What follows belongs to an exercise in optimizing a design on an open flow for small area; a production flow would make more cautious choices.
In this exercise RTL edits were held to simulation tests only and were not proved equivalent to the original.

===== config.mk =====
export PLATFORM = sky130hd
export DESIGN_NAME = vending_machine
export DESIGN_NICKNAME = vending_machine
export VERILOG_FILES = /design/flow/design.v
export SDC_FILE = /design/flow/constraint.sdc
export NUM_CORES = 4
export LEC_CHECK = 0
export CAP_MARGIN = 20
export CORE_MARGIN = 2
export CORE_UTILIZATION = 40
export SLEW_MARGIN = 20

===== constraint.sdc =====
create_clock -name core_clock -period 10.0 [get_ports {CLK}]
set_input_delay 2.0000 -clock core_clock [delete_from_list [all_inputs] [get_ports {CLK}]]
set_output_delay 2.0000 -clock core_clock [all_outputs]
set_load 0.01 [all_outputs]

===== design.v =====
`timescale 1ns / 1ps
module vending_machine(
    input CLK,
    input RESET,
    input RELOAD,
    input CARD_IN,
    input [3:0] ITEM_CODE,
    input KEY_PRESS,
    input VALID_TRAN,
    input DOOR_OPEN,
    output reg VEND,
    output reg INVALID_SEL,
    output reg [2:0] COST,
    output reg FAILED_TRAN
    );
	 parameter IDLE = 4'b0000;
	 parameter RELOADING = 4'b0001;
	 parameter AWAIT_DIGIT = 4'b0010;
	 parameter CHECK_CODE = 4'b0100;
	 parameter INVALID_INPUT = 4'b0101;
	 parameter AWAIT_VALIDATION = 4'b0110;
	 parameter TRANSACTION_FAILED = 4'b0111;
	 parameter VEND_STATE = 4'b1000;
	 parameter OPEN_DOOR = 4'b1001;
	 parameter RST = 4'b1010;
	 parameter WAIT = 4'b1011;
	 parameter CHECK_VALID = 4'b1100;
	 parameter WAIT_TRAN = 4'b1101;
	 parameter WAIT_VEND = 4'b1110;
	 reg [3:0] current_state;
	 reg [3:0] next_state;
	 reg [3:0] selections [20:0];
	 reg [2:0] timeoutCounter;
	 reg clk_start;
	 reg awaitingTimeout;
	 reg [3:0] digit1;
	 reg [3:0] digit2;
	 reg awaitingDigit2;
	 reg [3:0] digit1_next;
	 reg [3:0] digit2_next;
	 reg awaitingDigit2_next;
	 reg VEND_q;
	 reg INVALID_SEL_q;
	 reg [2:0] COST_q;
	 reg FAILED_TRAN_q;
	 always@(posedge CLK)
	 begin
		if(RESET)
			current_state <= RST;
		else
			current_state <= next_state;
	 end
	 always@(posedge CLK)
	 begin
		if(RESET)
		begin
			digit1 <= 0;
			digit2 <= 0;
			awaitingDigit2 <= 0;
		end
		else
		begin
			digit1 <= digit1_next;
			digit2 <= digit2_next;
			awaitingDigit2 <= awaitingDigit2_next;
		end
	 end
	 always@(posedge CLK)
	 begin
		if(RESET)
		begin
			VEND_q <= 0;
			INVALID_SEL_q <= 0;
			COST_q <= 0;
			FAILED_TRAN_q <= 0;
		end
		else
		begin
			VEND_q <= VEND;
			INVALID_SEL_q <= INVALID_SEL;
			COST_q <= COST;
			FAILED_TRAN_q <= FAILED_TRAN;
		end
	 end
	 always@(posedge CLK)
	 begin
		if(RESET)
			clk_start <= 0;
		else if((current_state == AWAIT_DIGIT || current_state == AWAIT_VALIDATION || current_state == VEND_STATE) 
			&& clk_start == 0)	
			clk_start <= 1;
		else
			clk_start <= 0;
	 end
	 always @ (posedge CLK)
    begin
		if (RESET)
			timeoutCounter <= 3'b000;
		else if (clk_start)
			timeoutCounter <= 3'b000;
		else if(awaitingTimeout)
			timeoutCounter <= timeoutCounter + 1;
	 end
	 integer i;
	 always @ (posedge CLK)
	 begin
		if (current_state == RST)
		begin
			for (i = 0; i < 20; i = i + 1) begin
				selections[i] <= 0;
			end
		end
		else if (current_state == RELOADING)
		begin
			for (i = 0; i < 20; i = i + 1) begin
				selections[i] <= 10;
			end
		end
		else if(current_state == VEND_STATE)
		begin
			selections[digit1*10 + digit2] <= selections[digit1*10 + digit2] - 1;
		end
	 end
	 always @ (*) begin
		digit1_next = digit1;
		digit2_next = digit2;
		awaitingDigit2_next = awaitingDigit2;
		case(current_state)
			RST:
			begin
				next_state = IDLE;
				awaitingTimeout = 0;
			end
			IDLE:
				begin
					awaitingDigit2_next = 0;
					awaitingTimeout = 0;
					if(RELOAD)
						next_state = RELOADING;
					else if(CARD_IN)
						next_state = AWAIT_DIGIT;
					else
						next_state = IDLE;
				end
			RELOADING:
				begin
					awaitingTimeout = 0;
					next_state = IDLE;
				end
			AWAIT_DIGIT:
				begin
					if(KEY_PRESS && ~awaitingDigit2)
					begin
						digit1_next = ITEM_CODE;
						awaitingDigit2_next = 1;
						awaitingTimeout = 1;
						next_state = AWAIT_DIGIT;
					end
					else if(KEY_PRESS && awaitingDigit2)
					begin 
						digit2_next = ITEM_CODE;
						next_state = CHECK_VALID;
						awaitingTimeout = 0;
					end
					else
					begin
						next_state = WAIT;
						awaitingTimeout = 1;
					end
				end
			WAIT:
				begin 
					if(timeoutCounter == 2)
					begin
						next_state = INVALID_INPUT;
						awaitingTimeout = 0;
					end
					else if(KEY_PRESS && awaitingDigit2)
					begin
						digit2_next = ITEM_CODE;
						next_state = CHECK_VALID;
						awaitingTimeout = 0;
					end
					else if(KEY_PRESS && ~awaitingDigit2)
					begin
						digit1_next = ITEM_CODE;
						digit2_next = 0;
						next_state = AWAIT_DIGIT;
						awaitingDigit2_next = 1;
						awaitingTimeout = 0;
					end
					else
					begin
						next_state = WAIT;
						awaitingTimeout = 1;
					end
				end
			CHECK_VALID:
				begin
					awaitingTimeout = 0;
					if((digit1 == 1 || digit1 == 0) && (digit2 >= 0) && (digit2 <= 9))
					begin
						if (selections[digit1*10 + digit2] > 0)
							next_state = AWAIT_VALIDATION;
						else
							next_state = INVALID_INPUT;
					end
					else
						next_state = INVALID_INPUT;
				end
			INVALID_INPUT:
			begin
				next_state = IDLE;
				awaitingTimeout = 0;
			end
			AWAIT_VALIDATION:
				begin
					if(VALID_TRAN)
					begin
						next_state = VEND_STATE;
						awaitingTimeout = 0;
					end
					else
					begin
						next_state = WAIT_TRAN;
						awaitingTimeout = 1;
					end
				end
			WAIT_TRAN:
				begin
					if(timeoutCounter == 2)
					begin
						next_state = TRANSACTION_FAILED;
						awaitingTimeout = 0;
					end
					else if(VALID_TRAN)
					begin
						next_state = VEND_STATE;
						awaitingTimeout = 0;
					end
					else
					begin
						next_state = WAIT_TRAN;
						awaitingTimeout = 1;
					end
				end
			TRANSACTION_FAILED:
			begin
				next_state = IDLE;
				awaitingTimeout = 0;
			end
			VEND_STATE:
				begin
					if(DOOR_OPEN)
					begin
						next_state = OPEN_DOOR;
						awaitingTimeout = 0;
					end
					else
					begin
						next_state = WAIT_VEND;
						awaitingTimeout = 1; 
					end
				end
			WAIT_VEND:
				begin
					if(timeoutCounter == 2)
					begin
						next_state = IDLE;
						awaitingTimeout = 0;
					end
					else if(DOOR_OPEN)
					begin
						next_state = OPEN_DOOR;
						awaitingTimeout = 0;
					end
					else
					begin
						next_state = WAIT_VEND;
						awaitingTimeout = 1;
					end
				end
			OPEN_DOOR:
				begin
					awaitingTimeout = 0;
					if(~DOOR_OPEN)
						next_state = IDLE;
					else
						next_state = OPEN_DOOR;
				end
			default: 
			begin
				next_state = IDLE;
				awaitingTimeout = 0;
			end
		endcase	
	end
	always @(*) begin
		VEND = VEND_q;
		INVALID_SEL = INVALID_SEL_q;
		COST = COST_q;
		FAILED_TRAN = FAILED_TRAN_q;
		case(current_state)
			IDLE,
			AWAIT_DIGIT,
			CHECK_CODE,
			WAIT,
			CHECK_VALID,
			RST,
			RELOADING:
				begin
					VEND = 0;
					INVALID_SEL = 0;
					COST = 3'b000;
					FAILED_TRAN = 0;
				end
			INVALID_INPUT:
				begin
					VEND = 0;
					INVALID_SEL = 1;
					COST = 3'b000;
					FAILED_TRAN = 0;
				end
			AWAIT_VALIDATION:
				begin
					if((digit1 == 0) && (digit2 >= 0) && (digit2 <= 3))
						COST = 1;
					else if((digit1 == 0) && (digit2 >= 4) && (digit2 <= 7))
						COST = 2;
					else if(((digit1 == 0) && (digit2 >= 8) && (digit2 <= 9))
								|| ((digit1 == 1) && (digit2 >= 0) && (digit2 <= 1)))
						COST = 3;
					else if((digit1 == 1) && (digit2 >= 2) && (digit2 <= 5))
						COST = 4;
					else if((digit1 == 1) && (digit2 >= 6) && (digit2 <= 7))
						COST = 5;
					else if((digit1 == 1) && (digit2 >= 8) && (digit2 <= 9))
						COST = 6;
				end
			TRANSACTION_FAILED:
				FAILED_TRAN = 1;
			VEND_STATE:
				begin
					VEND = 1;
				end
		endcase
	end  
endmodule

===== run.sh =====
#!/bin/bash
# synth_recipe.tcl (not shown) runs the flow's synth.tcl, then flattens the netlist and writes it again
# the make line also repeats each setting of config.mk as NAME=value (left out here)
make -C /OpenROAD-flow-scripts/flow DESIGN_CONFIG=/design/flow/config.mk WORK_HOME=/design/flow/orfs CLKGATE_MAP_FILE= SYNTH_SCRIPT=/design/flow/synth_recipe.tcl finish

==> run notes <==
[cell type report]
cell class              instances  share of cell area
clock buffers                  18              0.0529
clock inverters                14              0.0137
inverters                       9             0.00416
multi-input cells             408               0.339
flip-flops and latches        151               0.531
well taps                     229              0.0353
repair buffers                 21              0.0244
[cell usage in the layout (no fill, tap or decap), types with 3 or more instances in the layout]
cell / instances
mux2i_1: 32
o21ai_0: 38
xnor2_1: 5
dfxtp_1: 22
nor2b_1: 13
buf_4: 5
nand2b_1: 8
nand3_1: 18
clkinv_2: 6
clkinvlp_4: 4
and2_1: 3
nor3_1: 10
edfxtp_1: 128
nand3b_1: 6
mux4_2: 22
a21o_1: 3
a31oi_1: 3
o211ai_1: 3
a22oi_1: 8
a21oi_1: 26
ha_1: 6
a211oi_1: 3
clkbuf_16: 17
inv_1: 7
nor2_1: 84
clkdlybuf4s50_1: 16
o21ai_1: 18
nand2_1: 65
[metrics by stage]
stage	cell area (um^2)	setup slack (ns)	utilization
floorplan	7260	6.42	-
global placement	7560	5.13	0.422
detailed placement	7570	4.96	0.423
CTS	8110	4.93	0.453
global route	8110	4.66	0.453
finish	8110	4.91	0.453
[logic make-up (layout without fill, tap and decap cells)]
| group | Yosys count | after routing | share of synthesized area |
|---|---|---|---|
| flip-flops | 151 | 151 | 0.593 |
| adder cells (fa/ha/maj) | 8 | 8 | 0.0148 |
| XOR/XNOR | 10 | 10 | 0.0167 |
| buffers and inverters | 48 | 62 | 0.0312 |
| AO/OA/AOI/OAI | 117 | 117 | 0.0946 |
| multiplexers | 55 | 55 | 0.115 |
| AND/OR/NAND/NOR | 218 | 218 | 0.135 |
[worst min path at each step]
| stage | end | slack, ns | cells after the start |
|---|---|---|---|
| after detailed placement | timeoutCounter[1] | 0.50 | 1 |
| after floorplan | timeoutCounter[2] | 0.45 | 1 |
| after global placement | timeoutCounter[1] | 0.47 | 2 |
| after CTS | timeoutCounter[2] | 0.51 | 1 |
| after global routing | timeoutCounter[2] | 0.53 | 1 |
| final | timeoutCounter[2] | 0.50 | 1 |
[metal layers]
layer  wire (um)  track usage  part of all wire
met5           0            0                 0
met4         318       0.0686             0.019
met3         758       0.0387             0.046
met2        8130        0.292              0.49
met1        7320        0.239              0.44
[state kept, by name (all words and copies together), names as in the netlist]
signal / cells
selections: 128
timeoutCounter: 3
INVALID_SEL_q: 1
digit2: 4
current_state: 4
awaitingDigit2: 1
digit1: 4
FAILED_TRAN_q: 1
clk_start: 1
VEND_q: 1
COST_q: 3
==> flow_summary.ini <==
[clocking]
cts_root_buf = clkbuf_16
cts_buffers = 17
hold_buffers = 0
cts_setup_buffers = 0
cts_tree = done
ctsResizeCount = 0
clk_latency_ns = 0.43
cts.sinks = 151
cts.path.max_buffers = 2
htreeDepth = 4
clk_pin_slew_worst_paths_ns = 0.06

[synthesis]
synthArstFlopShare = 0
synthCells = 607
synth_common_cells = 128 x edfxtp_1, 84 x nor2_1, 66 x nand2_1
syn-num-nets = 626
yosysMostFrequentCell = edfxtp_1
synth-seq-area-share = 0.593
syn_area_mm2 = 0.00726
synth-edff-count = 128
synth_area_leader_cell = edfxtp_1
yosys_most_used_dff = edfxtp_1
synth.top_cell.area_share = 0.529
yosysWarningCount = 1
synth_seq_cells = 151
avgSynthCellArea_um2 = 12.0
yosysUniqueCellTypes = 55
yosys-top-cells-area = edfxtp_1 53%, mux4_2 6.8%, dfxtp_1 6.3%, mux2i_1 4.4%, nor2_1 4.3%

[critical_path]
slowest_stage = xor2_1
crit_end = selections[28][2]
path_cells = ha_2 -> buf_4 -> mux4_2 -> nand2_1 -> mux2i_1 -> or4_4 -> inv_2 -> ha_1 -> xor2_1 -> buf_4 -> inv_1
critPathRequiredTime_ns = 10.12
rrSetupSlack_ns = 4.91
path_delay_family = buffers and inverters
cp_slowest_stage_delay_ns = 0.82
crit_fanout = 27
crit_buf_inv = 4
critPathLaunch = digit1[0]
r2r_cells = 11
path_class = reg -> reg
crit_path_start_kind = register
crit_cells = 11
crit_path_end_kind = register
r2r_start = digit1[0]
arrival_ns = 5.21
r2r-end = selections[28][2]
cpMostUsedCell = buf_4

[floorplanning]
fp.dieW_um = 139
row_count = 49
core_mm2 = 0.0179
die_area_mm2 = 0.0193
dieHeight_um = 139
start_util = 0.406
io_pins = 17

[global_routing]
antenna_found_initial = 0
grt_first_pass_wirelength_um = 26800
grt_pass1_vias = 4871
grt_max_degree = 37
grt_usage = 0.180
grt_overflow_total = 0

[cells_and_area]
area_growth_pct = 11.7
drive_gt1_frac = 0.113
ff_latch_area_mm2 = 0.00431
diodes = 0
fill_cells = 1643
multiInputGateArea_mm2 = 0.00275
nets = 627
fin_cells = 850

[routing]
drc = 0
routedWlPerCell_um = 19.4
ant_nets = 0
wl_um = 16500
vias_per_cell = 5.66
first_pass_iters = 5
drt-initial-drc-count = 416
vias = 4809

[status]
status = timing/DRC/antenna clean

[run]
drv_cap = 0

[timing]
finalHoldViolations = 0
rsz0062_at_grt = no
final.setup.tns_ns = 0
relSlewSlack = 0.311
slew_viol_final = 0
fmax_mhz = 197
period_minus_slack_ns = 5.09
period_share = 0.509
tightest_slew_ns = 1.03
worst_hold_slack_ns = 0.499
finalSetupViolations = 0
clock_skew_ns = 0.00801

[placement]
dp_cells = 818
portBuffers = 16
gp_congestion = 0.860
dp_hpwl_um = 11200

[min_path]
hp-class = reg -> reg
holdCritStartpoint = clk_start

-- afterwards: timing with drivers on the ports --
No port has a modelled driver above. Below, the same layout with a new extraction and two added sets of constraints.
Step 1 (the two cells are an assumption about what drives the block):
set clk [get_ports {CLK}]
set_driving_cell -lib_cell sky130_fd_sc_hd__clkbuf_16 $clk
set_driving_cell -lib_cell sky130_fd_sc_hd__buf_2 [delete_from_list [all_inputs] $clk]
Step 2 also shifts input and output timing later by t, the mid clock arrival at the registers, as if the neighbouring blocks saw the same clock.
a / b / c = no drivers / after step 1 / after step 2; a / b = the first two.
shift t [ns]: 0.471
setup WS [ns]: 4.914 / 4.914 / 4.914
worst setup path after step 2: register to register
After both steps this run still meets setup and hold. The setup slack of this run moves by 0.000 ns with the drivers and by 0.000 ns with both steps.
